From an optimization exercise on the open Yosys and OpenROAD flow, aimed at small area, a short achievable clock period and few clock cycles; shortcuts taken in it are not production practice.
Only simulation tests tie the RTL to the original design; equivalence was not proved.
The flow treats the clock pin as an ideal source, which a real chip does not have.
Power figures rest on the tool's default switching activity, not on a simulated workload.

File: flow/area_recover.tcl
# Greedy area recovery: try each sized-up cell at smaller drive strengths of
# the same cell (same footprint) and keep the smallest one that leaves the
# worst setup slack at or above the margin (or where it was, if lower), and
# keeps every pin at least 20% inside its max-slew and max-capacitance
# limits (or no worse than before). Clock-tree cells are left alone.
proc area_recover { margin } {
  set dont_use {}
  if { [info exists ::env(DONT_USE_CELLS)] } { set dont_use $::env(DONT_USE_CELLS) }
  set wns0 [sta::worst_slack_cmd max]
  set limit [expr { min($margin * 1e-9, $wns0) }]
  set slew_lim [expr { min(0.2 * [sta::max_slew_check_limit], [sta::max_slew_check_slack]) }]
  set cap_lim [expr { min(0.2 * [sta::max_capacitance_check_limit], [sta::max_capacitance_check_slack]) }]
  puts "area_recover: worst slack $wns0, keeping it at or above $limit"
  set n 0
  set insts {}
  foreach inst [get_cells *] {
    set cell [get_property $inst ref_name]
    if { ![regexp {^(sky130_fd_sc_hd__[a-z0-9]+)_([0-9]+)$} $cell -> base drive] } { continue }
    if { [regexp {clk|dly|tap|fill|decap|diode} $base] } { continue }
    if { $drive == 0 } { continue }
    lappend insts [list $inst $base $drive $cell]
  }
  foreach rec $insts {
    lassign $rec inst base drive cell
    set cands {}
    foreach lc [get_lib_cells ${base}_*] {
      set name [get_name $lc]
      if { ![regexp "^${base}_(\[0-9\]+)\$" $name -> d] } { continue }
      if { $d >= $drive } { continue }
      set skip 0
      foreach p $dont_use { if { [string match $p $name] } { set skip 1 } }
      if { $skip } { continue }
      lappend cands [list $d $name]
    }
    set cands [lsort -integer -index 0 $cands]
    foreach c $cands {
      set name [lindex $c 1]
      replace_cell $inst $name
      if { [sta::worst_slack_cmd max] >= $limit
           && [sta::max_slew_check_slack] >= $slew_lim
           && [sta::max_capacitance_check_slack] >= $cap_lim } {
        incr n
        break
      }
      replace_cell $inst $cell
    }
  }
  puts "area_recover: resized $n cells, worst slack [sta::worst_slack_cmd max]"
}
File: constraint.sdc
create_clock -name core_clock -period 8.0 [get_ports {clk}]
set_input_delay 1.6000 -clock core_clock [delete_from_list [all_inputs] [get_ports {clk}]]
set_output_delay 1.6000 -clock core_clock [all_outputs]
set_load 0.01 [all_outputs]
File: flow/run.sh
#!/bin/bash
# The standard layout (standard.sh) with three changes:
# - synthesis leaves adders to ABC instead of mapping them onto the
#   library's full/half-adder cells (ADDER_MAP_FILE empty); the registers
#   are the standard synthesis's;
# - plain buffers on the ports (buffer_ports otherwise picks delay cells);
# - after the post-CTS timing repair, a downsizing pass that keeps the setup slack at or above SETUP_SLACK_MARGIN.
# Full tool output goes to standard.log.
set -e
export FLOW_FLOW_DIR=$PWD/flow
export ADDER_MAP_FILE=
export BUFFER_PORTS_ARGS="-buffer_cell sky130_fd_sc_hd__buf_1"
export POST_CTS_TCL=$FLOW_FLOW_DIR/post_cts.tcl
bash standard.sh > standard.log 2>&1
File: design.v
`timescale 1ns/1ps
module RISC_V(clk, rst, mem_addr, mem_wdata, mem_we, mem_rdata);
    input clk, rst;
    input  [15:0] mem_rdata;
    output [15:0] mem_addr;
    output [15:0] mem_wdata;
    output        mem_we;
    reg  [15:1] fa;         
    reg  [15:0] ir;         
    reg  [7:0]  sa, sb;     
    reg         iv;         
    reg         mem;        
    reg  [15:0] ea;         
    reg  [2:0]  mrd;        
    reg         mst;        
    reg  [15:0] rf [0:7];
    integer k;
    wire [15:0] w      = mem_rdata;
    wire        w_jump = ~mem & (w[14:12] == 3'b100);
    wire        w_pt   = ~mem & (w[14:12] == 3'b011) & w[15];   
    wire [15:1] inc    = w_jump ? {{4{w[15]}}, w[11:1]} :
                         w_pt   ? {{12{w[15]}}, w[9], w[2:1]} : {14'd0, ~mem};
    wire [15:1] fnext  = fa + inc;
    wire [2:0] op  = ir[14:12];
    wire [2:0] f3  = ir[2:0];
    wire       exv = iv & ~mem;
    wire is_r  = (op == 3'b000);
    wire is_l  = (op == 3'b001);
    wire is_s  = (op == 3'b010);
    wire is_b  = (op == 3'b011);
    wire is_i  = (op == 3'b101);
    reg [15:0] a, b;
    always @(*) begin
        a = 16'd0;
        b = 16'd0;
        for (k = 0; k < 8; k = k + 1) begin
            a = a | ({16{sa[k]}} & rf[k]);
            b = b | ({16{sb[k]}} & rf[k]);
        end
    end
    wire [15:0] immI = {{10{ir[15]}}, ir[8:6], ir[2:0]};
    wire [15:0] immS = {{10{ir[15]}}, ir[5:0]};
    wire        sub  = is_b | (is_r & ~f3[2] & (f3[1] | f3[0]));
    wire [15:0] op2  = (is_r | is_b) ? (sub ? ~b : b) : (is_s ? immS : immI);
    wire [15:0] sum  = a + op2 + {15'd0, sub};
    wire        lt   = (a[15] ^ b[15]) ? a[15] : sum[15];
    wire        eq   = (a == b);
    reg [15:0] res;
    always @(*) begin
        if (is_r & (f3 == 3'b111))      res = a & b;
        else if (is_r & (f3 == 3'b110)) res = a | b;
        else if (is_r & (f3 == 3'b010)) res = {15'd0, lt};
        else                            res = sum;
    end
    wire [4:0]  bimm  = {ir[15], ir[15], ir[9], ir[2:1]};         
    wire [4:0]  boff  = ir[15] ? (5'd1 - bimm) : (bimm - 5'd1);
    wire [15:1] alt   = fa + {{10{boff[4]}}, boff};
    wire taken    = ir[11] ? lt : (eq ^ ir[10]);
    wire redirect = exv & is_b & (taken ^ ir[15]);
    wire        ex_we = exv & (is_r | is_i);
    wire        wen   = mem ? ~mst : ex_we;
    wire [2:0]  wa    = mem ? mrd : ir[11:9];
    wire [15:0] wd    = mem ? mem_rdata : res;
    always @(posedge clk)
        if (wen) rf[wa] <= wd;
    always @(posedge clk or posedge rst) begin
        if (rst) begin
            fa  <= 15'd0;
            iv  <= 1'b0;
            mem <= 1'b0;
        end else begin
            mem <= exv & (is_l | is_s);
            fa <= ({15{redirect}} & alt) | ({15{~redirect}} & fnext);
            if (~mem)
                iv <= ~redirect;
        end
    end
    wire keep_b = mem | (exv & is_s);
    always @(posedge clk) begin
        if (~mem)
            ir <= w;
        for (k = 0; k < 8; k = k + 1) begin
            sa[k] <= mem ? (ir[5:3] == k) : (w[5:3] == k);
            sb[k] <= keep_b ? (ir[8:6] == k) : (w[8:6] == k);
        end
        ea  <= sum;
        mrd <= ir[11:9];
        mst <= is_s;
    end
    assign mem_addr  = mem ? ea : {fa, 1'b0};
    assign mem_wdata = b;
    assign mem_we    = mem & mst;
endmodule
File: flow/post_cts.tcl
# After CTS and its timing repair: give back the drive strength that repair
# added where the setup slack stays at or above the repair margin (two
# passes, as one downsizing can make room for another), then legalize the
# placement again.
source $::env(FLOW_FLOW_DIR)/area_recover.tcl
area_recover $::env(SETUP_SLACK_MARGIN)
area_recover $::env(SETUP_SLACK_MARGIN)
detailed_placement
check_placement -verbose
File: config.mk
export PLATFORM = sky130hd
export DESIGN_NAME = RISC_V
export DESIGN_NICKNAME = RISC_V
export VERILOG_FILES = /design/flow/design.v
export SDC_FILE = /design/flow/constraint.sdc
export NUM_CORES = 4
export LEC_CHECK = 0
export ABC_AREA = 1
export CAP_MARGIN = 20
export CORE_MARGIN = 2
export CORE_UTILIZATION = 40
export SETUP_SLACK_MARGIN = 4.4
export SLEW_MARGIN = 20
File: standard.sh
#!/bin/bash
# synth_recipe.tcl (not shown) runs the flow's synth.tcl, then flattens the netlist and writes it again
# the make line also repeats each setting of config.mk as NAME=value (left out here)
make -C /OpenROAD-flow-scripts/flow DESIGN_CONFIG=/design/flow/config.mk WORK_HOME=/design/flow/orfs CLKGATE_MAP_FILE= SYNTH_SCRIPT=/design/flow/synth_recipe.tcl "${@:-finish}"
==> results.yml, run 1 <==
critical_path:
  arrival_ns: 1.90
  cp-end-kind: "output pin"
  critPathKind: "reg -> out"
  setup.worst_path.start_class: "flip-flop"
  reg2reg_to: "fa[14]"
  reg2reg_from: "sa[0]"
  cp_max_fo: 16
  r2r_cells: 18
  r2r_slack_ns: 4.61
  required_ns: 6.40
synthesis:
  synth_cell_types: 56
  synthFlopType: "edfxtp_1"
  syn-instance-count: 1596
  synth_seq_area_share_pct: 46.1
  synthArstFlopShare_pct: 8.63
  synth_edf_count: 144
  yosysWarnings: 1
  ys_ff_latch: 197
  synth.avg_cell_area_sq_um: 7.43
  netlist_area_sq_mm: 0.0119
  syn_nets: 1614
clock_network:
  clkLatencyLatePin_ns: 0.45
  clkTransAtPathRegs_ns: 0.06
  cts_sinks: 197
  cts_tree: "done"
timing:
  fmax_ghz: 0.286
  slew_violations: 0
  finalHoldViolCount: 0
  layout_worst_path_cycle_share_pct: 43.8
  timing.final.ws_setup_ns: 4.50
  worst_clock_skew_ns: 0.0266
  rsz0062_at_grt: "false"
  slew_headroom_pct: 43.9
  finalSetupViolCount: 0
  finalSetupTns_ns: 0
  tightest_slew_ns: 0.840
  finalCriticalPeriod_ns: 3.50
cells_and_area:
  area_growth_pct: 10.3
  layout.area.seq_sq_mm: 0.00549
  fin_cells: 2046
  multi_input_area_sq_mm: 0.00562
  nFillCells: 2993
  drive_gt1_share_pct: 7.49
  final_net_count: 1661
  antenna_cells: 0
drt:
  vias: 10763
  ant_nets: 0
  wl_per_cell_um: 18.5
  post-route-drc-count: 0
  drt_pass1_iterations: 5
  routed_wl_um: 37800
  dr.first_iter.drc_count: 994
  viasPerCell: 5.26
floorplanning:
  die_y_um: 176
  boundaryPins: 51
  row_count: 63
  initial_utilization_pct: 40.3
  die_w_um: 176
  die-area_sq_mm: 0.0310
  fp.coreArea_sq_mm: 0.0294
placement:
  place_hpwl_um: 26400
  gp_congestion: 0.931
  portBuffers: 50
  dp.cells: 1992
  pre_cts_ws_ns: 3.78
global_route:
  gr-usage-all-layers_pct: 24.3
  grt_pass1_wl_um: 56700
  antenna_found_initial: 0
  grt_overflow: 0
  grt_max_degree: 75
  grt_pass1_vias: 9843
flow_run:
  drv_cap: 0
outcome:
  status: "timing/DRC/antenna clean"
hold_path:
  min_path_cells: 0
  hold_end: "mrd[1]"
  hp-class: "reg -> reg"
  worstHoldStart: "ir[10]"
power:
  peakVddDrop_mv: 0.198
  total_power_uw: 6320
  cellPowerDensity_mw_per_mm2: 483
  p_leak_uw: 0.00595
==> worst max path at each step <==
| stage | startpoint | end | slack, ns | cells after the start |
|---|---|---|---|---|
| 3_3_place_gp | mem_rdata[12] | fa[12] | 3.84 | 19 |
| 2_1_floorplan | mem_rdata[12] | fa[15] | 4.42 | 19 |
| 3_5_place_dp | mem_rdata[12] | fa[15] | 3.78 | 22 |
| 5_1_grt | ir[13] | rf[7][12] | 4.39 | 23 |
| 6_report | sb[0] | mem_wdata[15] | 4.50 | 4 |
==> kinds of logic after synthesis <==
group	count (synthesis)	share of synthesized area (%)
xor gates and xnor gates	49	3.62
and+or+nand+nor	986	34.5
DFF	197	46.1
muxes	1	0.0844
buffers and inverters	199	7.54
AOI/OAI and AO/OA	164	8.19
==> registers in the layout (all words and copies together) (netlist names) <==
name	count
sa	8
mem	1
sb	8
rf	128
mrd	3
mst	1
iv	1
fa	15
ea	16
ir	16
==> power breakdown <==
group	internal (uW)	leakage, uW	switching [uW]	total, uW
clock	391	0.000271	374	765
sequential	1780	0.00183	294	2080
combinational	988	0.00385	2490	3480
==> cell usage after synthesis (11+ instances only) <==
cell,n,area share (%)
edfxtp_1,144,36
inv_1,132,4.2
nand2_1,670,21
xor2_1,34,2.5
nand2_2,14,0.74
o211ai_1,11,0.70
dfrtp_1,17,3.6
clkbuf_1,15,0.47
buf_2,21,0.89
nand3_1,66,2.8
buf_6,13,1.2
dfxtp_1,36,6.1
a21oi_1,38,1.6
xnor2_1,15,1.1
o21ai_0,71,3.0
nand4_1,39,2.1
nor2_1,151,4.8
==> area by class of cell <==
type / count / area share, %
Multi-Input combinational cell: 1202 / 42.9
Timing Repair inverter: 1 / 0.0382
Sequential cell: 197 / 42.0
Tap cell: 390 / 3.73
Clock buffer: 18 / 3.28
Clock inverter: 14 / 0.631
Inverter: 145 / 4.27
Timing Repair Buffer: 79 / 3.17
==> layer usage <==
metal  vias to the layer above  part of all wire [%]  global-route usage (%)
met4                         0                   3.7                    10.3
met2                       400                    47                    39.9
met1                      5002                    43                    32.1
met3                        86                   6.6                    3.55
met5                         -                     0                       0
li1                       5275                     -                       -
==> cells in the final DEF (no fill, tap or decap), drive strengths merged, types with 7 or more instances in the layout <==
master	Yosys	final
o211ai	11	11
nor3	11	11
edfxtp	144	144
a21oi	40	40
o21ai	78	78
xnor2	15	15
buf	37	78
dfxtp	36	36
nand2	687	688
nand4	41	41
clkinv	2	11
nand3	72	73
xor2	34	34
a22o	7	7
nor2	156	156
or2	7	7
inv	143	146
clkbuf	17	19
dfrtp	17	17
==> worst max-delay path, stage by stage (launching register included) <==
cell	delay (ns)
dfxtp_2	0.67
a22o_1	0.22
a21oi_1	0.04
nand3_1	0.24
buf_1	0.29
==> stage by stage <==
step	utilization, %	hold WS [ns]	area [sq um]
6_report	44.5	0.424	13100
5_1_grt	44.5	0.430	13100
3_5_place_dp	41.8	0.401	12300
3_3_place_gp	41.8	0.404	12300
2_1_floorplan	-	0.381	11900
Testbench counts, summed over its fixed seeds: cycles 40,390.
==> run 2: changes to the inputs <==
==> flow/run.sh (replaced) <==
#!/bin/bash
# The standard layout (standard.sh) with these changes:
# - synthesis leaves adders to ABC instead of mapping them onto the
#   library's full/half-adder cells (ADDER_MAP_FILE empty); the registers
#   are the standard synthesis's;

# - plain buffers on the ports (buffer_ports otherwise picks delay cells);
# - after the post-CTS timing repair, a downsizing pass (flow/area_recover.tcl)
#   that keeps the setup slack at or above SETUP_SLACK_MARGIN.
# Full tool output goes to standard.log.
set -e
export FLOW_FLOW_DIR=$PWD/flow
export ADDER_MAP_FILE=

export BUFFER_PORTS_ARGS="-buffer_cell sky130_fd_sc_hd__buf_1"
export POST_CTS_TCL=$FLOW_FLOW_DIR/post_cts.tcl
bash standard.sh > standard.log 2>&1
--- a/config.mk
+++ b/config.mk
@@ -9,5 +9,5 @@
 export CAP_MARGIN = 20
 export CORE_MARGIN = 2
 export CORE_UTILIZATION = 40
-export SETUP_SLACK_MARGIN = 4.4
+export SETUP_SLACK_MARGIN = 4.3
 export SLEW_MARGIN = 20
==> run 2 against run 1 <==
- via count fell by 0.55%
- count of clock-buffer cells in the layout unchanged
- register-to-register slack got worse by 0.07 ns
- critical path type unchanged
- synthesized cell count stayed put
- worst setup slack worse by 0.0041 ns
==> results.yml, run 2 <==
cells_and_area:
  largest_reg_flops: 128
  area_growth_pct: 9.37
  layout_commonest_cell: "nand2_1"
  final_core_util_pct: 44.1
  largest-register: "rf"
  antenna_cells: 0
  final_net_count: 1653
  drive_gt1_share_pct: 6.49
  largestRegisters: "rf (128), ea (16), ir (16)"
  layout_common_cells: "673 x nand2_1, 147 x nor2_1, 144 x inv_1, 144 x edfxtp_1, 68 x nand3_1"
timing:
  slew_violations: 0
  rsz0062_at_grt: "true"
  tightest_slew_ns: 0.827
  finalCriticalPeriod_ns: 3.51
  finalSetupViolCount: 0
  worst_clock_skew_ns: 0.0240
  slew_headroom_pct: 44.8
  layout_worst_path_cycle_share_pct: 43.8
  finalHoldViolCount: 0
  fmax_ghz: 0.285
  finalSetupTns_ns: 0
critical_path:
  required_ns: 6.40
  arrival_ns: 1.91
  cp-end-kind: "output pin"
  path_cells: "a22o_1 > a21oi_1 > nand3_1 > buf_1"
  cp_top_family: "flip-flops"
  slowest_stage: "dfxtp_2"
  worst-path-buf-inv: 1
  slowest_delay_ns: 0.66
  cp_max_fo: 16
  setup.worst_path.start_class: "flip-flop"
  critPathKind: "reg -> out"
synthesis:
  yosysTopAreaCell: "edfxtp_1"
  netlist_area_sq_mm: 0.0119
  yosysMostFrequentCell: "nand2_1"
  synth_cell_types: 56
  yosysWarnings: 1
  synthFlopType: "edfxtp_1"
  ys_ff_latch: 197
  synth_area_leaders: "edfxtp_1 36%, nand2_1 21%, dfxtp_1 6.1%"
  synth.avg_cell_area_sq_um: 7.43
  synth_seq_area_share_pct: 46.1
  syn_nets: 1614
  synth_edf_count: 144
  synthArstFlopShare_pct: 8.63
  synthTopCellsByCount: "670 x nand2_1, 151 x nor2_1, 144 x edfxtp_1, 132 x inv_1, 71 x o21ai_0"
  syn-instance-count: 1596
  yosysTopAreaCellShare_pct: 36.5
power:
  cellPowerDensity_mw_per_mm2: 483
  swShare_pct: 50.0
  p_clk_share_pct: 12.2
  netSwitchingPower_uw: 3140
  p_comb_share_pct: 54.7
  peakVddDrop_mv: 0.195
  intPower_uw: 3130
  p_leak_uw: 0.00590
  seqPwrFrac_pct: 33.1
floorplanning:
  row_count: 63
  initial_utilization_pct: 40.3
  fp.coreArea_sq_mm: 0.0294
  die_w_um: 176
  boundaryPins: 51
  die-area_sq_mm: 0.0310
  die_y_um: 176
drt:
  viasPerCell: 5.25
  post-route-drc-count: 0
  drt_pass1_iterations: 6
  ant_nets: 0
  routed_wl_um: 37500
  vias: 10704
  wl_per_cell_um: 18.4
  dr.first_iter.drc_count: 943
flow_run:
  drv_cap: 0
global_route:
  antenna_found_initial: 0
  grt_max_degree: 75
  grt_overflow: 0
  grt_pass1_wl_um: 56700
  grt_pass1_vias: 9843
  gr-usage-all-layers_pct: 24.3
clock_network:
  cts_tree: "done"
  cts_sinks: 197
  clkLatencyLatePin_ns: 0.45
  clkTransAtPathRegs_ns: 0.06
placement:
  place_hpwl_um: 26400
  gp_congestion: 0.931
  portBuffers: 50
hold_path:
  hp-class: "reg -> reg"
outcome:
  status: "timing/DRC/antenna clean"
## run 2: cell counts after synthesis
No cell type changed its count.
## run 2: cell type report
| cell class | instances | area, sq um |
|---|---|---|
| fill | 3005 | 16400 |
| multi-input combinational | 1201 | 5570 |
| sequential | 197 | 5490 |
| inverter | 145 | 553 |
| tap | 390 | 488 |
| clock buffer | 18 | 429 |
| timing repair buffer | 73 | 360 |
| clock inverter | 14 | 82.6 |
## run 2: cell families (layout without fill, tap and decap cells)
family	after synthesis	after routing	synth area share, %
AND/OR/NAND/NOR	986	987	34.5
buffers and inverters	199	250	7.54
AO/OA/AOI/OAI	164	164	8.19
flip-flops	197	197	46.1
XOR/XNOR	49	49	3.62
multiplexers	1	1	0.0844
## run 2: final timing paths
kind	cells past startpoint	startpoint	end	slack (ns)
hold / removal	0	ir[10]	mrd[1]	0.42
min in group asynchronous	2	rst	mem	1.22
max in group asynchronous	2	rst	fa[6]	6.34
setup reg to reg	23	ir[1]	fa[14]	4.54
setup / recovery	4	sb[0]	mem_wdata[15]	4.49
hold reg to reg	0	ir[10]	mrd[1]	0.42
## run 2: routing by layer
metal  wire length [um]  vias to the layer above  global-route usage, %
met2              17500                      412                   39.9
li1                   -                     5251                      -
met4               1440                        0                   10.3
met5                  0                        -                      0
met3               2460                       93                   3.55
met1              16100                     4948                   32.1
## run 2: power groups by stage
stage,logic [uW],registers [uW],clock network (uW)
floorplan,2440,1900,0
global placement,3310,2080,0
detailed placement,3330,2090,0
global route,3830,2100,816
finish,3430,2070,766
## run 2: stage by stage
step	power [uW]	std cells	worst slack, ns	hold WS, ns	cell area (sq um)
after floorplan	4330	1596	4.42	0.381	11900
after global placement	5390	1992	3.84	0.404	12300
after detailed placement	5420	1992	3.78	0.401	12300
after global routing	6750	2038	4.27	0.430	13000
final	6270	2038	4.49	0.425	13000
==> run 3: changes to the inputs <==
--- a/config.mk
+++ b/config.mk
@@ -9,5 +9,5 @@
 export CAP_MARGIN = 20
 export CORE_MARGIN = 2
 export CORE_UTILIZATION = 40
-export SETUP_SLACK_MARGIN = 4.3
+export SETUP_SLACK_MARGIN = 4.5
 export SLEW_MARGIN = 20
==> run 3 against run 2 <==
- clock skew up 0.0035 ns
- largest cell class unchanged
- sequential share of layout area down 1.5 points
- critical path depth grew 1
- fmax grew 4.0%
- clock power grew 7.0%
- still clean
- core utilization increased by 1.7 points
- via count grew 2.1%
- non-clock buffer count grew 32
- count of clock-buffer cells in the layout decreased by 1
- die area did not move
- critical path type unchanged
- first-iteration DRC count increased by 13%
- register-to-register slack better by 0.11 ns
==> results.yml, run 3 <==
outcome:
  status: "timing/DRC/antenna clean"
synthesis:
  yosysMostFrequentCell: "nand2_1"
  synthTopCellsByCount: "670 x nand2_1, 151 x nor2_1, 144 x edfxtp_1, 132 x inv_1, 71 x o21ai_0"
  synth_mux_area_share_pct: 0.0844
  synthArstFlopShare_pct: 8.63
  syn-instance-count: 1596
  yosysTopAreaCellShare_pct: 36.5
  synth_area_leaders: "edfxtp_1 36%, nand2_1 21%, dfxtp_1 6.1%"
  syn_nets: 1614
  yosys.area_share.simple_pct: 34.5
  synth_top_family_by_area: "simple AND/OR/NAND/NOR gates"
  synthFlopType: "edfxtp_1"
  synthXorXnorAreaFrac_pct: 3.62
  synth.avg_cell_area_sq_um: 7.43
  yosysTopAreaCell: "edfxtp_1"
  synth_fa_ha_area_share_pct: 0
  synth_seq_area_share_pct: 46.1
  netlist_area_sq_mm: 0.0119
  ys_ff_latch: 197
  synth_edf_count: 144
  synth_cell_types: 56
  yosysWarnings: 1
  synth-compound-area-share_pct: 8.19
timing:
  finalSetupViolCount: 0
  worst_clock_skew_ns: 0.0276
  tightest_slew_ns: 1.08
  layout_worst_path_cycle_share_pct: 42.2
  finalHoldViolCount: 0
  fmax_ghz: 0.297
  rsz0062_at_grt: "true"
  slew_violations: 0
  slew_headroom_pct: 27.6
  holdWs_ns: 0.433
  finalCriticalPeriod_ns: 3.37
  finalSetupTns_ns: 0
cells_and_area:
  area_growth_pct: 13.6
  largestRegisters: "rf (128), ea (16), ir (16)"
  antenna_cells: 0
  layout_common_cells: "656 x nand2_1, 144 x nor2_1, 144 x edfxtp_1"
  largest-register: "rf"
  drive_gt1_share_pct: 11.2
  final_design_area_no_fill_sq_mm: 0.0135
  largest_reg_flops: 128
  final_net_count: 1689
  fin_cells: 2074
  nFillCells: 2923
  layout_commonest_cell: "nand2_1"
  final_core_util_pct: 45.8
critical_path:
  critPathKind: "reg -> out"
  required_ns: 6.40
  setup.worst_path.start_class: "flip-flop"
  arrival_ns: 1.77
  cp_max_fo: 16
  cp-end-kind: "output pin"
drt:
  routed_wl_um: 38700
  viasPerCell: 5.27
  ant_nets: 0
  dr.first_iter.drc_count: 1061
  vias: 10925
  drt_pass1_iterations: 6
  wl_per_cell_um: 18.7
  post-route-drc-count: 0
global_route:
  grt_overflow: 0
  gr-usage-all-layers_pct: 24.8
  grt_max_degree: 75
  grt_pass1_vias: 10202
  grt_pass1_wl_um: 57900
  antenna_found_initial: 0
power:
  peakVddDrop_mv: 0.168
  p_leak_uw: 0.00612
  cellPowerDensity_mw_per_mm2: 481
placement:
  dp.cells: 1990
  gp_congestion: 0.936
  place_area_sq_mm: 0.0123
  place_hpwl_um: 26700
  portBuffers: 50
hold_path:
  hp-class: "reg -> reg"
floorplanning:
  die_w_um: 176
  die-area_sq_mm: 0.0310
  fp.coreArea_sq_mm: 0.0294
  die_y_um: 176
  initial_utilization_pct: 40.3
  row_count: 63
  boundaryPins: 51
clock_network:
  cts_tree: "done"
  clkTransAtPathRegs_ns: 0.08
  clkLatencyLatePin_ns: 0.45
  cts_sinks: 197
flow_run:
  drv_cap: 0
## run 3: cell types whose count changed in the layout (fill, tap and decap cells not counted), moves of 6 or more
| cell | previous run | this run |
|---|---|---|
| nand2_1 | 673 | 656 |
| buf_4 | 12 | 41 |
| o21ai_2 | 8 | 15 |
| nand3_2 | 1 | 7 |
| nand3_1 | 68 | 62 |
| o21ai_0 | 61 | 53 |
| nand2_2 | 9 | 28 |
## run 3: path summary, 6_finish.rpt
path / depth (start not counted) / slack [ns] / from / endpoint
worst min-delay path: 0 / 0.43 / ir[10] / mrd[1]
min in group asynchronous: 2 / 1.24 / rst / fa[4]
worst max-delay path: 5 / 4.63 / sb[4] / mem_wdata[15]
worst min register to register: 0 / 0.43 / ir[10] / mrd[1]
worst max register to register: 20 / 4.65 / ir[12] / rf[3][7]
max in group asynchronous: 2 / 6.26 / rst / fa[13]
## run 3: layout make-up
cell class                      count  area, sq um  area share [%]
Clock buffer                       17          425            3.16
Clock inverter                     15          140            1.04
Inverter                          145          559            4.15
Multi-Input combinational cell   1203         5730            42.5
Sequential cell                   197         5500            40.8
Tap cell                          390          488            3.62
Timing Repair Buffer              105          616            4.57
Timing Repair inverter              2         15.0           0.111
## run 3: kinds of logic (layout without fill, tap and decap cells)
| kind of cell | count (synthesis) | after routing |
|---|---|---|
| XOR/XNOR | 49 | 49 |
| AO/OA/AOI/OAI | 164 | 164 |
| flip-flops | 197 | 197 |
| multiplexers | 1 | 1 |
| AND/OR/NAND/NOR | 986 | 989 |
| buffers and inverters | 199 | 284 |
## run 3: per-stage QoR
step / setup WS [ns] / total power, uW
2_1_floorplan: 4.51 / 4340
3_3_place_gp: 3.92 / 5390
3_5_place_dp: 3.87 / 5420
5_1_grt: 4.43 / 6950
6_report: 4.63 / 6480
## run 3: power by group
group / leakage, uW / internal [uW] / switching (uW)
clock: 0.000292 / 419 / 402
sequential: 0.00183 / 1780 / 314
combinational: 0.00399 / 1050 / 2520
## run 3: per-layer routing
| layer | up-vias | part of all wire [%] | track usage [%] |
|---|---|---|---|
| li1 | 5338 | - | - |
| met1 | 5090 | 42 | 32.6 |
| met2 | 426 | 47 | 40.8 |
| met3 | 71 | 7.1 | 3.68 |
| met4 | 0 | 3.9 | 10.8 |
| met5 | - | 0 | 0 |
## run 3: critical path, cell delays in order (launching register included)
cell and delay (ns):
dfxtp_2 0.47, nand2_1 0.13, nand2_1 0.06, a221oi_1 0.24
nand3_2 0.21, buf_1 0.23
==> run 4: changes to the inputs <==
--- a/config.mk
+++ b/config.mk
@@ -6,8 +6,8 @@
 export NUM_CORES = 4
 export LEC_CHECK = 0
 export ABC_AREA = 1
-export CAP_MARGIN = 20
+export CAP_MARGIN = 0
 export CORE_MARGIN = 2
 export CORE_UTILIZATION = 40
-export SETUP_SLACK_MARGIN = 4.5
-export SLEW_MARGIN = 20
+export SETUP_SLACK_MARGIN = 4.4
+export SLEW_MARGIN = 0
==> run 4 against run 3 <==
- worst setup slack worse by 0.038 ns
- die area unchanged
- combinational power shrank 3%
- sequential share of layout area rose by 1.1 points
- clock power decreased by 6.7%
- global-route usage decreased by 0.56 points
- routed wire length is 2.5% lower
- critical path depth unchanged
- critical endpoint is now mem_wdata[3]
- synthesized cell count is the same
- highest routed layer unchanged
- final cell count fell by 1.3%
- non-clock buffer count shrank 24
- core utilization fell by 1.3 points
==> results.yml, run 4 <==
hold_path:
  hp-class: "reg -> reg"
synthesis:
  syn_nets: 1614
  yosysWarnings: 1
  synth-compound-area-share_pct: 8.19
  synthArstFlopShare_pct: 8.63
  synthXorXnorAreaFrac_pct: 3.62
  syn-instance-count: 1596
  yosysTopAreaCellShare_pct: 36.5
  synth_mux_area_share_pct: 0.0844
  synth_cell_types: 56
  synth_edf_count: 144
  yosysMostFrequentCell: "nand2_1"
  ys_ff_latch: 197
  yosysTopAreaCell: "edfxtp_1"
  synth_top_family_by_area: "simple AND/OR/NAND/NOR gates"
  synth_seq_area_share_pct: 46.1
  synth.avg_cell_area_sq_um: 7.43
  synth_fa_ha_area_share_pct: 0
  synth_area_leaders: "edfxtp_1 36%, nand2_1 21%, dfxtp_1 6.1%"
  synthTopCellsByCount: "670 x nand2_1, 151 x nor2_1, 144 x edfxtp_1, 132 x inv_1, 71 x o21ai_0"
  netlist_area_sq_mm: 0.0119
  synthFlopType: "edfxtp_1"
  yosys.area_share.simple_pct: 34.5
power:
  netSwitchingPower_uw: 3150
  peakVddDrop_mv: 0.194
  cellPowerDensity_mw_per_mm2: 481
  p_clk_share_pct: 12.1
  intPower_uw: 3160
  p_leak_uw: 0.00596
  p_comb_share_pct: 54.9
  swShare_pct: 50.0
  seqPwrFrac_pct: 33.0
timing:
  slew_violations: 0
  rsz0062_at_grt: "false"
  finalCriticalPeriod_ns: 3.41
  finalSetupViolCount: 0
  tightest_slew_ns: 1.30
  finalHoldViolCount: 0
  finalSetupTns_ns: 0
  layout_worst_path_cycle_share_pct: 42.6
  holdWs_ns: 0.424
  worst_clock_skew_ns: 0.0255
  fmax_ghz: 0.293
  slew_headroom_pct: 12.8
cells_and_area:
  area_growth_pct: 10.5
  largest_reg_flops: 128
  largestRegisters: "rf (128), ea (16), ir (16)"
  antenna_cells: 0
  drive_gt1_share_pct: 7.78
  layout_commonest_cell: "nand2_1"
  final_net_count: 1663
  layout_common_cells: "669 x nand2_1, 148 x nor2_1, 144 x edfxtp_1"
  largest-register: "rf"
  nFillCells: 2997
critical_path:
  reg2reg_to: "fa[6]"
  critPathKind: "reg -> out"
  arrival_ns: 1.81
  reg2reg_from: "sa[1]"
  r2r_cells: 16
  crit_path_end: "mem_wdata[3]"
  cp-end-kind: "output pin"
  r2r_slack_ns: 4.60
  setup.worst_path.start_class: "flip-flop"
  cp_max_fo: 16
  required_ns: 6.40
  worstSetupStartpoint: "sb[3]"
drt:
  post-route-drc-count: 0
  vias: 10754
  drt_pass1_iterations: 5
  viasPerCell: 5.25
  wl_per_cell_um: 18.4
  ant_nets: 0
  routed_wl_um: 37700
  dr.first_iter.drc_count: 1042
global_route:
  antenna_found_initial: 0
  grt_overflow: 0
  grt_pass1_vias: 9843
  grt_max_degree: 75
  grt_pass1_wl_um: 56700
  gr-usage-all-layers_pct: 24.3
clock_network:
  clkTransAtPathRegs_ns: 0.06
  cts_sinks: 197
  clkLatencyLatePin_ns: 0.45
  cts_tree: "done"
floorplanning:
  die_y_um: 176
  row_count: 63
  die_w_um: 176
  fp.coreArea_sq_mm: 0.0294
  die-area_sq_mm: 0.0310
  boundaryPins: 51
  initial_utilization_pct: 40.3
placement:
  portBuffers: 50
  gp_congestion: 0.931
  place_hpwl_um: 26400
outcome:
  status: "timing/DRC/antenna clean"
flow_run:
  drv_cap: 0
run 4: through the flow:
step	util, %	total power (uW)	setup slack (ns)	cells	cell area (sq um)
2_1_floorplan	-	4330	4.42	1596	11900
3_3_place_gp	41.8	5390	3.84	1992	12300
3_5_place_dp	41.8	5420	3.78	1992	12300
5_1_grt	44.6	6790	4.38	2048	13100
6_report	44.6	6310	4.59	2048	13100
run 4: layer usage:
layer	global-route usage [%]	up-vias	wire length [um]
met5	0	-	0
met4	10.3	0	1360
met3	3.55	86	2500
met2	39.9	406	17600
met1	32.1	4979	16200
li1	-	5283	-
run 4: critical path: stages (launching register included):
cell,delay (ns)
dfxtp_2,0.64
nand2_1,0.10
nand2_1,0.09
nor2_1,0.08
nand2_1,0.27
buf_1,0.19
run 4: worst min path at each step:
stage	to	depth (start not counted)	startpoint	slack (ns)
after floorplan	mrd[1]	0	ir[10]	0.38
after global placement	mrd[1]	0	ir[10]	0.40
after detailed placement	mrd[1]	0	ir[10]	0.40
after global routing	mrd[1]	0	ir[10]	0.43
final	mrd[1]	0	ir[10]	0.42
run 4: cell type report:
cell class	instances	area [sq um]	area share, %
multi-input cells	1203	5610	42.8
inverters	145	559	4.27
clock buffers	18	429	3.28
well taps	390	488	3.72
repair buffers	81	435	3.32
flip-flops and latches	197	5500	42.0
clock inverters	14	82.6	0.630
run 4: cells by family (layout without fill, tap and decap cells):
| logic type | after synthesis | after routing |
|---|---|---|
| and+or+nand+nor | 986 | 989 |
| AOI/OAI and AO/OA | 164 | 164 |
| buffers and inverters | 199 | 258 |
| xor gates and xnor gates | 49 | 49 |
| DFF | 197 | 197 |
| muxes | 1 | 1 |
run 4: power by group through the flow:
stage | clock network, uW | registers (uW) | logic [uW]
after floorplan | 0 | 1900 | 2440
after global placement | 0 | 2080 | 3310
after detailed placement | 0 | 2090 | 3330
after global routing | 816 | 2110 | 3870
final | 765 | 2080 | 3460
==> run 5: changes to the inputs <==
--- a/config.mk
+++ b/config.mk
@@ -6,8 +6,8 @@
 export NUM_CORES = 4
 export LEC_CHECK = 0
 export ABC_AREA = 1
-export CAP_MARGIN = 0
+export CAP_MARGIN = 10
 export CORE_MARGIN = 2
 export CORE_UTILIZATION = 40
 export SETUP_SLACK_MARGIN = 4.4
-export SLEW_MARGIN = 0
+export SLEW_MARGIN = 10
==> run 5 against run 4 <==
- global-route usage unchanged
- power about the same
- worst setup slack got worse by 0.0017 ns
- core utilization shrank 0.055 points
- critical endpoint is now mem_wdata[15]
- largest cell class unchanged
- highest routed layer unchanged
==> results.yml, run 5 <==
critical_path:
  worst-path-buf-inv: 1
  critPathKind: "reg -> out"
  path_cells: "nand2_1 > nand2_1 > a221oi_1 > nand3_1 > buf_1"
  required_ns: 6.40
  arrival_ns: 1.81
  slowest_delay_ns: 0.65
  slowest_stage: "dfxtp_2"
  cp_max_fo: 16
  crit_top_cell: "nand2_1"
  cp-end-kind: "output pin"
  cp_top_family: "flip-flops"
  setup.worst_path.start_class: "flip-flop"
synthesis:
  syn-instance-count: 1596
  synth_seq_area_share_pct: 46.1
  netlist_area_sq_mm: 0.0119
  syn_nets: 1614
  synthFlopType: "edfxtp_1"
  synthTopCellsByCount: "670 x nand2_1, 151 x nor2_1, 144 x edfxtp_1, 132 x inv_1, 71 x o21ai_0"
  yosysTopAreaCellShare_pct: 36.5
  ys_ff_latch: 197
  yosysMostFrequentCell: "nand2_1"
  synth.avg_cell_area_sq_um: 7.43
  yosysWarnings: 1
  yosysTopAreaCell: "edfxtp_1"
  synth_edf_count: 144
  synth_area_leaders: "edfxtp_1 36%, nand2_1 21%, dfxtp_1 6.1%"
  synthArstFlopShare_pct: 8.63
  synth_cell_types: 56
placement:
  pre_cts_ws_ns: 3.78
  place_hpwl_um: 26400
  portBuffers: 50
  gp_congestion: 0.931
timing:
  finalHoldViolCount: 0
  tightest_slew_ns: 1.31
  finalSetupTns_ns: 0
  finalCriticalPeriod_ns: 3.41
  worst_clock_skew_ns: 0.0257
  slew_violations: 0
  fmax_ghz: 0.293
  timing.final.ws_setup_ns: 4.59
  finalSetupViolCount: 0
  rsz0062_at_grt: "true"
  layout_worst_path_cycle_share_pct: 42.7
  slew_headroom_pct: 12.0
global_route:
  grt_pass1_wl_um: 56700
  grt_overflow: 0
  antenna_found_initial: 0
  grt_pass1_vias: 9843
  gr-usage-all-layers_pct: 24.3
  grt_max_degree: 75
drt:
  ant_nets: 0
  wl_met2_um: 17600
  wl_per_cell_um: 18.5
  dr.first_iter.drc_count: 978
  routed_wl_um: 37800
  post-route-drc-count: 0
  top_layer: "met4"
  wl_met3_um: 2560
  vias: 10770
  viasPerCell: 5.26
  drt-met1-wl_um: 16300
  drt_pass1_iterations: 7
clock_network:
  clkLatencyLatePin_ns: 0.45
  clkTransAtPathRegs_ns: 0.06
  cts_sinks: 197
  cts_tree: "done"
cells_and_area:
  layout_common_cells: "671 x nand2_1, 148 x nor2_1, 144 x edfxtp_1"
  antenna_cells: 0
  layout_commonest_cell: "nand2_1"
  largest-register: "rf"
  final_core_util_pct: 44.5
  largestRegisters: "rf (128), ea (16), ir (16)"
  largest_reg_flops: 128
  nFillCells: 2996
  multi_input_area_sq_mm: 0.00560
  drive_gt1_share_pct: 7.54
  final_net_count: 1662
  area_growth_pct: 10.3
  layout.area.seq_sq_mm: 0.00550
floorplanning:
  die_y_um: 176
  initial_utilization_pct: 40.3
  fp.coreArea_sq_mm: 0.0294
  row_count: 63
  die-area_sq_mm: 0.0310
  boundaryPins: 51
  die_w_um: 176
power:
  p_leak_uw: 0.00595
  cellPowerDensity_mw_per_mm2: 482
  total_power_uw: 6300
  peakVddDrop_mv: 0.192
flow_run:
  drv_cap: 0
outcome:
  status: "timing/DRC/antenna clean"
hold_path:
  hp-class: "reg -> reg"
## run 5: changes by cell type in the layout (fill, tap and decap cells not counted), sizes merged
cell    change
clkbuf      -1
## run 5: final cells by class
| type | count | area share (%) |
|---|---|---|
| clock buffers | 18 | 3.28 |
| clock inverters | 14 | 0.631 |
| inverters | 145 | 4.27 |
| multi-input cells | 1203 | 42.8 |
| flip-flops and latches | 197 | 42.0 |
| well taps | 390 | 3.73 |
| repair buffers | 80 | 3.27 |
## run 5: path summary, 6_finish.rpt
check	slack, ns	start	to	depth (start not counted)
min reg2reg	0.42	ir[10]	mrd[1]	0
max in group asynchronous	6.34	rst	fa[13]	2
min in group asynchronous	1.22	rst	mem	2
max reg2reg	4.64	sa[4]	fa[6]	16
min	0.42	ir[10]	mrd[1]	0
max	4.59	sb[5]	mem_wdata[15]	5
## run 5: per-layer routing
layer | vias to the layer above | track usage [%]
met5 | - | 0
met4 | 0 | 10.3
met3 | 89 | 3.55
met2 | 434 | 39.9
met1 | 4967 | 32.1
li1 | 5280 | -
## run 5: through the flow
step	instance area, sq um	std cells	hold WS [ns]
2_1_floorplan	11900	1596	0.381
3_3_place_gp	12300	1992	0.404
3_5_place_dp	12300	1992	0.401
5_1_grt	13100	2047	0.430
6_report	13100	2047	0.424
## run 5: logic make-up (layout without fill, tap and decap cells)
group / after synthesis / after routing / synth area share, %
flops: 197 / 197 / 46.1
compound gates: 164 / 164 / 8.19
mux: 1 / 1 / 0.0844
simple gates: 986 / 989 / 34.5
xor+xnor: 49 / 49 / 3.62
buf+inv: 199 / 257 / 7.54
## run 5: worst register-to-register path, delay by kind of cell, from the launching register on
family,cells,cell delay [ns]
and+or+nand+nor,11,1.77
buffers and inverters,1,0.07
AOI/OAI and AO/OA,4,0.75
DFF,1,0.67
## run 5: where the power goes
part           internal (uW)  total [uW]  leakage, uW  switching [uW]
clock                    391         766     0.000271             375
sequential              1780        2080      0.00183             296
combinational            979        3460      0.00385            2480
total                   3150        6300      0.00595            3150
==> run 6: changes to the inputs <==
--- a/config.mk
+++ b/config.mk
@@ -9,5 +9,5 @@
 export CAP_MARGIN = 10
 export CORE_MARGIN = 2
 export CORE_UTILIZATION = 40
-export SETUP_SLACK_MARGIN = 4.4
+export SETUP_SLACK_MARGIN = 4.3
 export SLEW_MARGIN = 10
==> run 6 against run 5 <==
- critical endpoint unchanged
- critical path depth decreased by 1
- clock skew rose by 0.00051 ns
- non-clock buffer count down 5
- fmax shrank 2.8%
- critical path type unchanged
- worst setup slack lost 0.099 ns
- sequential share of layout area is 0.26 points higher
- via count down 0.58%
- first-iteration DRC count is 4.0% higher
- die area stayed put
- highest routed layer unchanged
- final cell count is 0.29% lower
- power shrank 0.32%
- register-to-register slack got worse by 0.09 ns
==> results.yml, run 6 <==
synthesis:
  synth_seq_area_share_pct: 46.1
  ys_ff_latch: 197
  netlist_area_sq_mm: 0.0119
  syn_nets: 1614
  synth_area_leaders: "edfxtp_1 36%, nand2_1 21%, dfxtp_1 6.1%"
  yosysTopAreaCellShare_pct: 36.5
  synth_edf_count: 144
  synth.avg_cell_area_sq_um: 7.43
  synthFlopType: "edfxtp_1"
  yosysWarnings: 1
  yosysTopAreaCell: "edfxtp_1"
  synthTopCellsByCount: "670 x nand2_1, 151 x nor2_1, 144 x edfxtp_1, 132 x inv_1, 71 x o21ai_0"
  synth_cell_types: 56
  synthArstFlopShare_pct: 8.63
  yosysMostFrequentCell: "nand2_1"
  syn-instance-count: 1596
timing:
  holdWs_ns: 0.423
  slew_headroom_pct: 12.3
  finalHoldViolCount: 0
  rsz0062_at_grt: "true"
  tightest_slew_ns: 1.31
  slew_violations: 0
  finalSetupViolCount: 0
  worst_clock_skew_ns: 0.0262
  finalSetupTns_ns: 0
  fmax_ghz: 0.285
  layout_worst_path_cycle_share_pct: 43.9
  finalCriticalPeriod_ns: 3.51
clock_network:
  cts_sinks: 197
  clkTransAtPathRegs_ns: 0.06
  cts_tree: "done"
  clkLatencyLatePin_ns: 0.45
global_route:
  grt_pass1_vias: 9843
  gr-usage-all-layers_pct: 24.3
  grt_overflow: 0
  grt_max_degree: 75
  antenna_found_initial: 0
  grt_pass1_wl_um: 56700
placement:
  gp_congestion: 0.931
  portBuffers: 50
  place_hpwl_um: 26400
floorplanning:
  boundaryPins: 51
  fp.coreArea_sq_mm: 0.0294
  die_y_um: 176
  row_count: 63
  die_w_um: 176
  initial_utilization_pct: 40.3
  die-area_sq_mm: 0.0310
cells_and_area:
  final_net_count: 1656
  final_core_util_pct: 44.2
  nFillCells: 3004
  area_growth_pct: 9.45
  largest-register: "rf"
  drive_gt1_share_pct: 6.60
  largest_reg_flops: 128
  largestRegisters: "rf (128), ea (16), ir (16)"
  layout_commonest_cell: "nand2_1"
  layout_common_cells: "673 x nand2_1, 148 x nor2_1, 144 x inv_1, 144 x edfxtp_1, 68 x nand3_1"
  antenna_cells: 0
drt:
  vias: 10708
  post-route-drc-count: 0
  dr.first_iter.drc_count: 1017
  wl_per_cell_um: 18.4
  routed_wl_um: 37600
  viasPerCell: 5.25
  ant_nets: 0
  drt_pass1_iterations: 7
power:
  cellPowerDensity_mw_per_mm2: 484
  peakVddDrop_mv: 0.196
  p_leak_uw: 0.00591
critical_path:
  critPathKind: "reg -> out"
  cp_max_fo: 16
  arrival_ns: 1.91
  cp-end-kind: "output pin"
  setup.worst_path.start_class: "flip-flop"
  required_ns: 6.40
flow_run:
  drv_cap: 0
outcome:
  status: "timing/DRC/antenna clean"
hold_path:
  hp-class: "reg -> reg"
## run 6: layout make-up
cell class	count	area [sq um]	share of cell area [%]
Multi-Input combinational cell	1202	5560	42.8
Sequential cell	197	5490	42.3
Timing Repair Buffer	75	384	2.96
Clock buffer	18	429	3.31
Clock inverter	14	82.6	0.636
Inverter	145	553	4.26
Tap cell	390	488	3.76
## run 6: cells by family after synthesis
family                 share of synthesized area, %
buffers and inverters                          7.54
flip-flops                                     46.1
XOR/XNOR                                       3.62
AO/OA/AOI/OAI                                  8.19
AND/OR/NAND/NOR                                34.5
multiplexers                                 0.0844
## run 6: metal layers
metal,vias up,part of all wire (%),global-route usage (%)
met1,4950,43,32.1
met4,0,3.8,10.3
li1,5259,-,-
met3,89,6.9,3.55
met5,-,0,0
met2,410,46,39.9
## run 6: worst paths after layout
kind	cells past startpoint	from	slack (ns)	to
worst min-delay path	0	ir[10]	0.42	mrd[1]
worst max-delay path	4	sb[1]	4.49	mem_wdata[15]
worst max register to register	22	ir[1]	4.55	fa[5]
worst min register to register	0	ir[10]	0.42	mrd[1]
min in group asynchronous	2	rst	1.21	mem
max in group asynchronous	2	rst	6.35	fa[14]
## run 6: through the flow
stage | std cells | worst slack [ns] | total power [uW] | cell area [sq um]
finish | 2041 | 4.49 | 6280 | 13000
global route | 2041 | 4.28 | 6760 | 13000
detailed placement | 1992 | 3.78 | 5420 | 12300
global placement | 1992 | 3.84 | 5390 | 12300
floorplan | 1596 | 4.42 | 4330 | 11900
## run 6: critical path: stages, from the launching register on
cell	delay (ns)
dfxtp_2	0.69
a22o_1	0.21
a21oi_1	0.04
nand3_1	0.25
buf_1	0.29
## run 6: power by group
| part | internal, uW | switching (uW) | total, uW |
|---|---|---|---|
| Sequential | 1780 | 296 | 2080 |
| Combinational | 970 | 2470 | 3440 |
| Clock | 391 | 376 | 767 |
| Total | 3140 | 3140 | 6280 |
==> run 7: changes to the inputs <==
--- a/flow/run.sh
+++ b/flow/run.sh
@@ -3,7 +3,8 @@
 # - synthesis leaves adders to ABC instead of mapping them onto the
 #   library's full/half-adder cells (ADDER_MAP_FILE empty); the registers
 #   are the standard synthesis's;
-
+# - adders' carry logic is yosys's own (SYNTH_OPERATIONS_ARGS replaces the
+#   Kogge-Stone extra map that ORFS adds by default);
 # - plain buffers on the ports (buffer_ports otherwise picks delay cells);
 # - after the post-CTS timing repair, a downsizing pass (flow/area_recover.tcl)
 #   that keeps the setup slack at or above SETUP_SLACK_MARGIN.
@@ -11,7 +12,7 @@
 set -e
 export FLOW_FLOW_DIR=$PWD/flow
 export ADDER_MAP_FILE=
-
+export SYNTH_OPERATIONS_ARGS=-noshare
 export BUFFER_PORTS_ARGS="-buffer_cell sky130_fd_sc_hd__buf_1"
 export POST_CTS_TCL=$FLOW_FLOW_DIR/post_cts.tcl
 bash standard.sh > standard.log 2>&1
--- a/config.mk
+++ b/config.mk
@@ -6,8 +6,8 @@
 export NUM_CORES = 4
 export LEC_CHECK = 0
 export ABC_AREA = 1
-export CAP_MARGIN = 10
+export CAP_MARGIN = 20
 export CORE_MARGIN = 2
 export CORE_UTILIZATION = 40
-export SETUP_SLACK_MARGIN = 4.3
-export SLEW_MARGIN = 10
+export SETUP_SLACK_MARGIN = 4.4
+export SLEW_MARGIN = 20
==> run 7 against run 6 <==
- still clean on timing, DRC and antenna
- sequential cell count unchanged
- clock skew is 0.00051 ns lower
- final cell count shrank 8.8%
- power up 8.6%
- via count shrank 5.7%
- clock power grew 3.1%
- first-iteration DRC count rose by 8.9%
- critical path depth increased by 22
- sequential power grew 3%
- combinational power rose by 13%
- register-to-register slack lost 0.11 ns
- worst setup slack got worse by 0.13 ns
- largest cell class is now sequential cells
==> results.yml, run 7 <==
outcome:
  status: "timing/DRC/antenna clean"
floorplanning:
  boundaryPins: 51
  die-area_sq_mm: 0.0292
  fp.coreArea_sq_mm: 0.0276
  initial_utilization_pct: 40.3
  die_w_um: 171
  row_count: 61
  die_y_um: 171
timing:
  fmax_ghz: 0.274
  finalSetupTns_ns: 0
  rsz0062_at_grt: "true"
  finalHoldViolCount: 0
  layout_worst_path_cycle_share_pct: 45.6
  slew_violations: 0
  tightest_slew_ns: 1.09
  finalCriticalPeriod_ns: 3.65
  finalSetupViolCount: 0
  holdWs_ns: 0.427
  slew_headroom_pct: 26.7
  worst_clock_skew_ns: 0.0257
drt:
  ant_nets: 0
  wl_per_cell_um: 19.8
  drt_pass1_iterations: 6
  dr.first_iter.drc_count: 1108
  post-route-drc-count: 0
  viasPerCell: 5.42
  vias: 10100
  routed_wl_um: 37000
cells_and_area:
  drive_gt1_share_pct: 15.2
  largestRegisters: "rf (128), ea (16), ir (16)"
  antenna_cells: 0
  largest-register: "rf"
  largest_reg_flops: 128
  final_net_count: 1489
  layout_commonest_cell: "nand2_1"
  layout_common_cells: "400 x nand2_1, 175 x inv_1, 144 x edfxtp_1"
  area_growth_pct: 17.3
  nFillCells: 2707
power:
  peakVddDrop_mv: 0.222
  cellPowerDensity_mw_per_mm2: 523
  p_leak_uw: 0.00570
placement:
  place_hpwl_um: 25200
  portBuffers: 50
  gp_congestion: 0.961
synthesis:
  syn_nets: 1385
  synthArstFlopShare_pct: 8.63
  synth_area_leaders: "edfxtp_1 39%, nand2_1 15%, dfxtp_1 6.5%"
  ys_ff_latch: 197
  yosysTopAreaCellShare_pct: 38.8
  synthFlopType: "edfxtp_1"
  netlist_area_sq_mm: 0.0111
  synth_seq_area_share_pct: 49.1
  synth_cell_types: 52
  synth.avg_cell_area_sq_um: 8.15
  synthTopCellsByCount: "433 x nand2_1, 177 x inv_1, 144 x edfxtp_1, 100 x nor2_1, 87 x o21ai_0"
  yosysMostFrequentCell: "nand2_1"
  synth_edf_count: 144
  yosysTopAreaCell: "edfxtp_1"
  syn-instance-count: 1367
  yosysWarnings: 1
global_route:
  antenna_found_initial: 0
  grt_overflow: 0
  grt_pass1_wl_um: 53800
  grt_pass1_vias: 9191
  grt_max_degree: 60
  gr-usage-all-layers_pct: 25.0
critical_path:
  setup.worst_path.start_class: "input pin"
  arrival_ns: 3.96
  slowest_delay_ns: 0.20
  crit_top_cell: "nand2_2"
  cp-end-kind: "flip-flop"
  critPathKind: "in -> reg"
  cp_max_fo: 6
  slowest_stage: "nand2_2"
  required_ns: 8.32
flow_run:
  drv_cap: 0
clock_network:
  cts_tree: "done"
  clkLatencyLatePin_ns: 0.45
  cts_sinks: 197
  clkTransAtPathRegs_ns: 0.07
hold_path:
  hp-class: "reg -> reg"
run 7: changes by cell type in the layout (fill, tap and decap cells not counted), moves of 6 or more:
cell / change
nand2_1: -273
nor2_1: -50
nand3_1: -40
inv_1: +31
buf_4: +28
nand2_2: +28
o22ai_1: +18
a22o_1: +13
o21ai_0: +13
a221oi_1: +12
a21oi_1: -10
inv_2: +10
o211ai_1: +10
buf_6: +6
run 7: worst paths after layout:
check	startpoint	cells after the start	to	slack [ns]
setup / recovery	mem_rdata[13]	26	fa[15]	4.35
hold / removal	ir[10]	0	mrd[1]	0.43
setup reg to reg	mem	25	fa[15]	4.44
hold reg to reg	ir[10]	0	mrd[1]	0.43
max in group asynchronous	rst	2	mem	6.27
min in group asynchronous	rst	2	fa[3]	1.22
run 7: worst max-delay path, delay by kind of cell:
family | cells | cell delay [ns]
AOI/OAI and AO/OA | 3 | 0.39
and+or+nand+nor | 20 | 1.65
xor gates and xnor gates | 1 | 0.16
buffers and inverters | 2 | 0.14
run 7: metal layers:
metal,global-route usage (%),routed length (um)
met5,0,0
met4,12.0,1890
met3,4.28,2950
met2,41.7,17200
met1,31.6,14900
run 7: logic make-up (layout without fill, tap and decap cells):
logic type      count (synthesis)  after routing  share of synthesized area (%)
compound gates                222            222                           12.6
flops                         197            197                           49.1
simple gates                  666            667                           25.8
xor+xnor                       52             52                           4.09
buf+inv                       230            346                           8.39
run 7: metrics by stage:
stage | utilization [%] | instances | area, sq um | setup WS (ns) | power [uW]
after global placement | 42.5 | 1774 | 11700 | 3.70 | 5510
after global routing | 47.3 | 1862 | 13100 | 4.10 | 7260
final | 47.3 | 1862 | 13100 | 4.35 | 6830
after detailed placement | 42.5 | 1774 | 11700 | 3.62 | 5540
after floorplan | - | 1367 | 11200 | 4.22 | 4360
run 7: final cells by class:
type                            instances  area (sq um)  share of cell area (%)
Multi-Input combinational cell        941          5030                    38.5
Clock inverter                         14          92.6                   0.709
Sequential cell                       197          5500                    42.1
Clock buffer                           18           429                    3.29
Timing Repair inverter                  1          7.51                  0.0575
Tap cell                              378           473                    3.62
Inverter                              191           742                    5.68
Timing Repair Buffer                  122           796                    6.09
run 7: power breakdown:
group	leakage, uW	switching, uW	internal (uW)
registers	0.00183	288	1850
clock network	0.000273	385	407
logic	0.00360	2640	1260
total	0.00570	3310	3520
==> run 8: changes to the inputs <==
--- a/config.mk
+++ b/config.mk
@@ -9,5 +9,5 @@
 export CAP_MARGIN = 20
 export CORE_MARGIN = 2
 export CORE_UTILIZATION = 40
-export SETUP_SLACK_MARGIN = 4.4
+export SETUP_SLACK_MARGIN = 4.2
 export SLEW_MARGIN = 20
==> run 8 against run 7 <==
- die area unchanged
- largest power group unchanged
- worst hold slack better by 0.00099 ns
- clock power down 2.5%
- largest cell class unchanged
- clock skew up 0.0052 ns
- cell area down 3.9%
- non-clock buffer count down 37
==> results.yml, run 8 <==
cells_and_area:
  fin_cells: 1824
  largest_reg_flops: 128
  largestRegisters: "rf (128), ea (16), ir (16)"
  layout_common_cells: "428 x nand2_1, 184 x inv_1, 144 x edfxtp_1"
  area_growth_pct: 12.7
  final_core_util_pct: 45.4
  nFillCells: 2709
  layout_commonest_cell: "nand2_1"
  drive_gt1_share_pct: 10.3
  antenna_cells: 0
  largest-register: "rf"
  final_net_count: 1451
power:
  p_comb_share_pct: 54.2
  intPower_uw: 3280
  seqPwrFrac_pct: 33.8
  peakVddDrop_mv: 0.233
  p_clk_share_pct: 12.0
  netSwitchingPower_uw: 3120
  swShare_pct: 48.8
  cellPowerDensity_mw_per_mm2: 510
  p_leak_uw: 0.00547
critical_path:
  slowest_delay_ns: 0.50
  cp_max_fo: 11
  critPathKind: "reg -> out"
  cp-end-kind: "output pin"
  arrival_ns: 2.12
  setup.worst_path.start_class: "flip-flop"
  path_cells: "inv_1 > o22ai_1 > nor3_1 > inv_1 > buf_1"
  required_ns: 6.40
  cp_top_family: "buffers and inverters"
  crit_top_cell: "inv_1"
  slowest_stage: "nor3_1"
  worst-path-buf-inv: 3
drt:
  drt_pass1_iterations: 5
  wl_per_cell_um: 19.5
  routed_wl_um: 35600
  ant_nets: 0
  post-route-drc-count: 0
  vias: 9790
  viasPerCell: 5.37
  dr.first_iter.drc_count: 1013
placement:
  gp_congestion: 0.940
  dp.cells: 1771
  portBuffers: 50
  place_hpwl_um: 24900
global_route:
  grt_max_degree: 60
  gr-usage-all-layers_pct: 24.4
  grt_pass1_wl_um: 52600
  grt_pass1_vias: 8996
  antenna_found_initial: 0
  grt_overflow: 0
clock_network:
  cts_sinks: 197
  cts_tree: "done"
  clkTransAtPathRegs_ns: 0.07
  clkLatencyLatePin_ns: 0.44
timing:
  finalSetupViolCount: 0
  finalSetupTns_ns: 0
  finalHoldViolCount: 0
  worst_clock_skew_ns: 0.0310
  tightest_slew_ns: 1.04
  slew_headroom_pct: 30.1
  slew_violations: 0
  layout_worst_path_cycle_share_pct: 46.5
  fmax_ghz: 0.269
  finalCriticalPeriod_ns: 3.72
  rsz0062_at_grt: "true"
floorplanning:
  die-area_sq_mm: 0.0292
  fp.coreArea_sq_mm: 0.0276
  initial_utilization_pct: 40.3
  die_y_um: 171
  die_w_um: 171
  row_count: 61
  boundaryPins: 51
synthesis:
  synthFlopType: "edfxtp_1"
  yosysTopAreaCellShare_pct: 38.8
  synth_cell_types: 52
  synth_edf_count: 144
  synthArstFlopShare_pct: 8.63
  syn-instance-count: 1367
  syn_nets: 1385
  netlist_area_sq_mm: 0.0111
  synth_area_leaders: "edfxtp_1 39%, nand2_1 15%, dfxtp_1 6.5%"
  synth_seq_area_share_pct: 49.1
  synthTopCellsByCount: "433 x nand2_1, 177 x inv_1, 144 x edfxtp_1, 100 x nor2_1, 87 x o21ai_0"
  yosysTopAreaCell: "edfxtp_1"
  ys_ff_latch: 197
  yosysWarnings: 1
  synth.avg_cell_area_sq_um: 8.15
  yosysMostFrequentCell: "nand2_1"
hold_path:
  hp-class: "reg -> reg"
outcome:
  status: "timing/DRC/antenna clean"
flow_run:
  drv_cap: 0
run 8: worst reg2reg max path, delay by kind of cell, from the launching register on:
kind	cells	cell delay, ns
and+or+nand+nor	12	1.19
AOI/OAI and AO/OA	4	0.92
xor gates and xnor gates	1	0.27
buffers and inverters	4	0.47
DFF	1	0.44
run 8: worst paths after layout:
kind	to	depth (start not counted)	slack, ns	startpoint
worst max-delay path	mem_wdata[13]	5	4.28	sb[6]
worst min-delay path	mrd[1]	0	0.43	ir[10]
worst max register to register	rf[4][6]	21	4.36	ir[13]
worst min register to register	mrd[1]	0	0.43	ir[10]
max in group asynchronous	mem	2	6.20	rst
min in group asynchronous	fa[3]	2	1.26	rst
run 8: final cells by class:
cell class              instances  area [sq um]  area share, %
flip-flops and latches        197          5500           43.8
well taps                     378           473           3.77
inverters                     191           732           5.83
repair buffers                 85           435           3.47
multi-input cells             941          4910           39.1
clock inverters                15          87.6          0.698
clock buffers                  17           425           3.39
run 8: logic make-up after synthesis:
logic type,after synthesis,synth area share (%)
AND/OR/NAND/NOR,666,25.8
AO/OA/AOI/OAI,222,12.6
flip-flops,197,49.1
buffers and inverters,230,8.39
XOR/XNOR,52,4.09
run 8: through the flow:
| step | hold slack (ns) | cell area (sq um) | power [uW] | worst slack, ns |
|---|---|---|---|---|
| after floorplan | 0.386 | 11200 | 4360 | 4.20 |
| after global placement | 0.398 | 11700 | 5500 | 3.60 |
| after detailed placement | 0.412 | 11700 | 5520 | 3.56 |
| after global routing | 0.445 | 12600 | 6860 | 4.09 |
| final | 0.428 | 12600 | 6410 | 4.28 |
run 8: metal layers:
metal / vias up / GRT usage (%) / wire [um]
met2: 447 / 40.6 / 16900
met5: - / 0 / 0
li1: 4683 / - / -
met1: 4578 / 31.2 / 14800
met3: 82 / 4.07 / 2550
met4: 0 / 11.1 / 1370
run 8: power by group through the flow:
stage / clock (uW) / combinational, uW / sequential [uW]
2_1_floorplan: 0 / 2390 / 1970
3_3_place_gp: 0 / 3340 / 2160
3_5_place_dp: 0 / 3360 / 2160
5_1_grt: 824 / 3850 / 2190
6_report: 771 / 3470 / 2160
==> run 9: changes to the inputs <==
--- a/config.mk
+++ b/config.mk
@@ -9,5 +9,5 @@
 export CAP_MARGIN = 20
 export CORE_MARGIN = 2
 export CORE_UTILIZATION = 40
-export SETUP_SLACK_MARGIN = 4.2
+export SETUP_SLACK_MARGIN = 4.6
 export SLEW_MARGIN = 20
==> run 9 against run 8 <==
- worst hold slack improved by 0.036 ns
- final cell count is 4.9% higher
- largest power group unchanged
- still clean
- fmax rose by 1.8%
- largest cell class unchanged
- register-to-register slack improved by 0.18 ns
- critical path type is now in -> reg
- highest routed layer unchanged
- area after synthesis unchanged
- clock skew increased by 0.0070 ns
==> results.yml, run 9 <==
outcome:
  status: "timing/DRC/antenna clean"
global_route:
  grt_overflow: 0
  grt_pass1_wl_um: 55400
  grt_max_degree: 60
  antenna_found_initial: 0
  gr-usage-all-layers_pct: 25.8
  grt_pass1_vias: 9411
critical_path:
  worst-path-buf-inv: 7
  slowest_stage: "nand4_1"
  slowest_delay_ns: 0.20
  r2r_slack_ns: 4.54
  critPathKind: "in -> reg"
  cp_top_family: "simple AND/OR/NAND/NOR gates"
  path_cells: "buf_6 > inv_2 > nand4_1 > nand2_2 > buf_4 > clkbuf_2 > o21ai_2 > nor2_1 > inv_1 > nand2_1 > inv_1 > nand2_1 > nand2_1 > o21bai_1 > nor2_1 > o21ai_1 > nand2_1 > nand2_1 > nand2_2 > buf_6 > xor2_1 > nand2_1 > nand2_1"
  crit_top_cell: "nand2_1"
  cp_max_fo: 7
  arrival_ns: 3.99
  setup.worst_path.start_class: "input pin"
  required_ns: 8.34
  cp-end-kind: "flip-flop"
synthesis:
  synthXorXnorAreaFrac_pct: 4.09
  synth_cell_types: 52
  synth_mux_area_share_pct: 0
  ys_ff_latch: 197
  yosys.area_share.simple_pct: 25.8
  netlist_area_sq_mm: 0.0111
  synthArstFlopShare_pct: 8.63
  synthTopCellsByCount: "433 x nand2_1, 177 x inv_1, 144 x edfxtp_1, 100 x nor2_1, 87 x o21ai_0"
  yosysWarnings: 1
  synth_fa_ha_area_share_pct: 0
  synth_edf_count: 144
  synth.avg_cell_area_sq_um: 8.15
  synth_top_family_by_area: "simple AND/OR/NAND/NOR gates"
  syn-instance-count: 1367
  synthFlopType: "edfxtp_1"
  synth-compound-area-share_pct: 12.6
  yosysTopAreaCellShare_pct: 38.8
  synth_seq_area_share_pct: 49.1
  synth_area_leaders: "edfxtp_1 39%, nand2_1 15%, dfxtp_1 6.5%"
  yosysTopAreaCell: "edfxtp_1"
  syn_nets: 1385
  yosysMostFrequentCell: "nand2_1"
timing:
  finalSetupTns_ns: 0
  layout_worst_path_cycle_share_pct: 45.7
  finalCriticalPeriod_ns: 3.65
  slew_headroom_pct: 30.2
  slew_violations: 0
  rsz0062_at_grt: "true"
  worst_clock_skew_ns: 0.0380
  fmax_ghz: 0.274
  finalHoldViolCount: 0
  tightest_slew_ns: 1.04
  finalSetupViolCount: 0
placement:
  portBuffers: 50
  place_hpwl_um: 24900
  place_area_sq_mm: 0.0118
  gp_congestion: 0.921
cells_and_area:
  layout_common_cells: "404 x nand2_1, 176 x inv_1, 144 x edfxtp_1"
  final_net_count: 1540
  final_design_area_no_fill_sq_mm: 0.0135
  largestRegisters: "rf (128), ea (16), ir (16)"
  layout_commonest_cell: "nand2_1"
  largest_reg_flops: 128
  largest-register: "rf"
  drive_gt1_share_pct: 17.7
  area_growth_pct: 21.1
  antenna_cells: 0
power:
  peakVddDrop_mv: 0.228
  netSwitchingPower_uw: 3410
  p_clk_share_pct: 11.1
  swShare_pct: 48.3
  p_comb_share_pct: 58.9
  intPower_uw: 3650
  total_power_uw: 7060
  seqPwrFrac_pct: 29.9
  p_leak_uw: 0.00594
  cellPowerDensity_mw_per_mm2: 523
floorplanning:
  initial_utilization_pct: 40.3
  die_w_um: 171
  die_y_um: 171
  boundaryPins: 51
  die-area_sq_mm: 0.0292
  row_count: 61
  fp.coreArea_sq_mm: 0.0276
clock_network:
  cts_tree: "done"
  cts_sinks: 197
  clkLatencyLatePin_ns: 0.45
  clkTransAtPathRegs_ns: 0.08
drt:
  vias: 10378
  ant_nets: 0
  routed_wl_um: 37900
  post-route-drc-count: 0
  viasPerCell: 5.42
  wl_per_cell_um: 19.8
  drt_pass1_iterations: 6
  dr.first_iter.drc_count: 1226
hold_path:
  hp-class: "reg -> reg"
flow_run:
  drv_cap: 0
## run 9: changes by cell type in the layout (fill, tap and decap cells not counted), sizes merged
cell	before	now
buf	80	154
clkbuf	22	34
bufbuf	0	1
clkinv	5	6
clkinvlp	2	3
inv	199	198
nand3	41	42
## run 9: cell type report
cell class                      instances  area (sq um)
Sequential cell                       197          5500
Clock inverter                         15          98.8
Inverter                              191           758
Timing Repair Buffer                  172          1050
Clock buffer                           17           425
Timing Repair inverter                  1          8.76
Tap cell                              378           473
Fill cell                            2649         14100
Multi-Input combinational cell        942          5170
## run 9: logic make-up (layout without fill, tap and decap cells)
logic type / count (synthesis) / in the layout
compound gates: 222 / 222
xor+xnor: 52 / 52
buf+inv: 230 / 396
simple gates: 666 / 668
flops: 197 / 197
## run 9: worst paths after layout
check | startpoint | endpoint | depth (start not counted)
setup reg to reg | ir[14] | rf[1][8] | 18
hold / removal | ir[10] | mrd[1] | 0
setup / recovery | mem_rdata[13] | fa[13] | 23
min in group asynchronous | rst | fa[7] | 2
hold reg to reg | ir[10] | mrd[1] | 0
max in group asynchronous | rst | mem | 2
## run 9: power groups by stage
stage          registers [uW]  clock network, uW  logic, uW
6_report                 2110                785       4160
3_5_place_dp             2130                  0       3420
3_3_place_gp             2130                  0       3400
5_1_grt                  2150                826       4520
2_1_floorplan            1970                  0       2390
## run 9: metrics by stage
stage	util [%]	instances	setup WS (ns)	hold slack, ns
floorplan	-	1367	4.22	0.386
global placement	42.5	1775	3.68	0.416
detailed placement	42.5	1775	3.63	0.407
global route	48.8	1913	4.01	0.487
finish	48.8	1913	4.35	0.464
## run 9: metal layers
layer  wire, um  part of all wire [%]  GRT usage [%]  vias up
met5          0                     0              0        -
met4       1600                   4.2           11.3        0
met3       2860                   7.6           4.16      109
met2      18300                    48           43.8      506
met1      15100                    40           32.4     4897
li1           -                     -              -     4866

## afterwards: timing with drivers on the ports
Ports are ideal in the flow. The routed layouts listed here were re-timed in OpenROAD.
Step 1 (the two cells are an assumption about what drives the block):
set clk [get_ports {clk}]
set_driving_cell -lib_cell sky130_fd_sc_hd__clkbuf_16 $clk
set_driving_cell -lib_cell sky130_fd_sc_hd__buf_2 [delete_from_list [all_inputs] $clk]
Step 2 times the ports against the registers' clock, not the clock port: input delays grow and output delays shrink by t, the midpoint of the rising clock arrivals with the driver on.
Slacks: ideal / step 1 / step 2; pairs: ideal / step 1.
run | t (ns) | slack for setup (ns) | worst slew at a driven data input, ns
run 1 | 0.481 | 4.497 / 4.449 / 4.145 | 0.03
run 2 | 0.483 | 4.493 / 4.445 / 4.097 | 0.03
run 3 | 0.485 | 4.628 / 4.578 / 4.210 | 0.03
run 4 | 0.482 | 4.590 / 4.542 / 4.151 | 0.03
run 5 | 0.481 | 4.588 / 4.540 / 4.157 | 0.03
run 6 | 0.482 | 4.489 / 4.442 / 4.079 | 0.03
run 7 | 0.486 | 4.355 / 4.364 / 3.878 | 0.05
run 8 | 0.481 | 4.283 / 4.231 / 3.870 | 0.05
run 9 | 0.483 | 4.348 / 4.365 / 3.882 | 0.05
After both steps setup and hold are still met in every run listed. For run 7, which loses most, drivers alone change the setup slack by +0.009 ns; drivers and shift together by -0.477 ns.
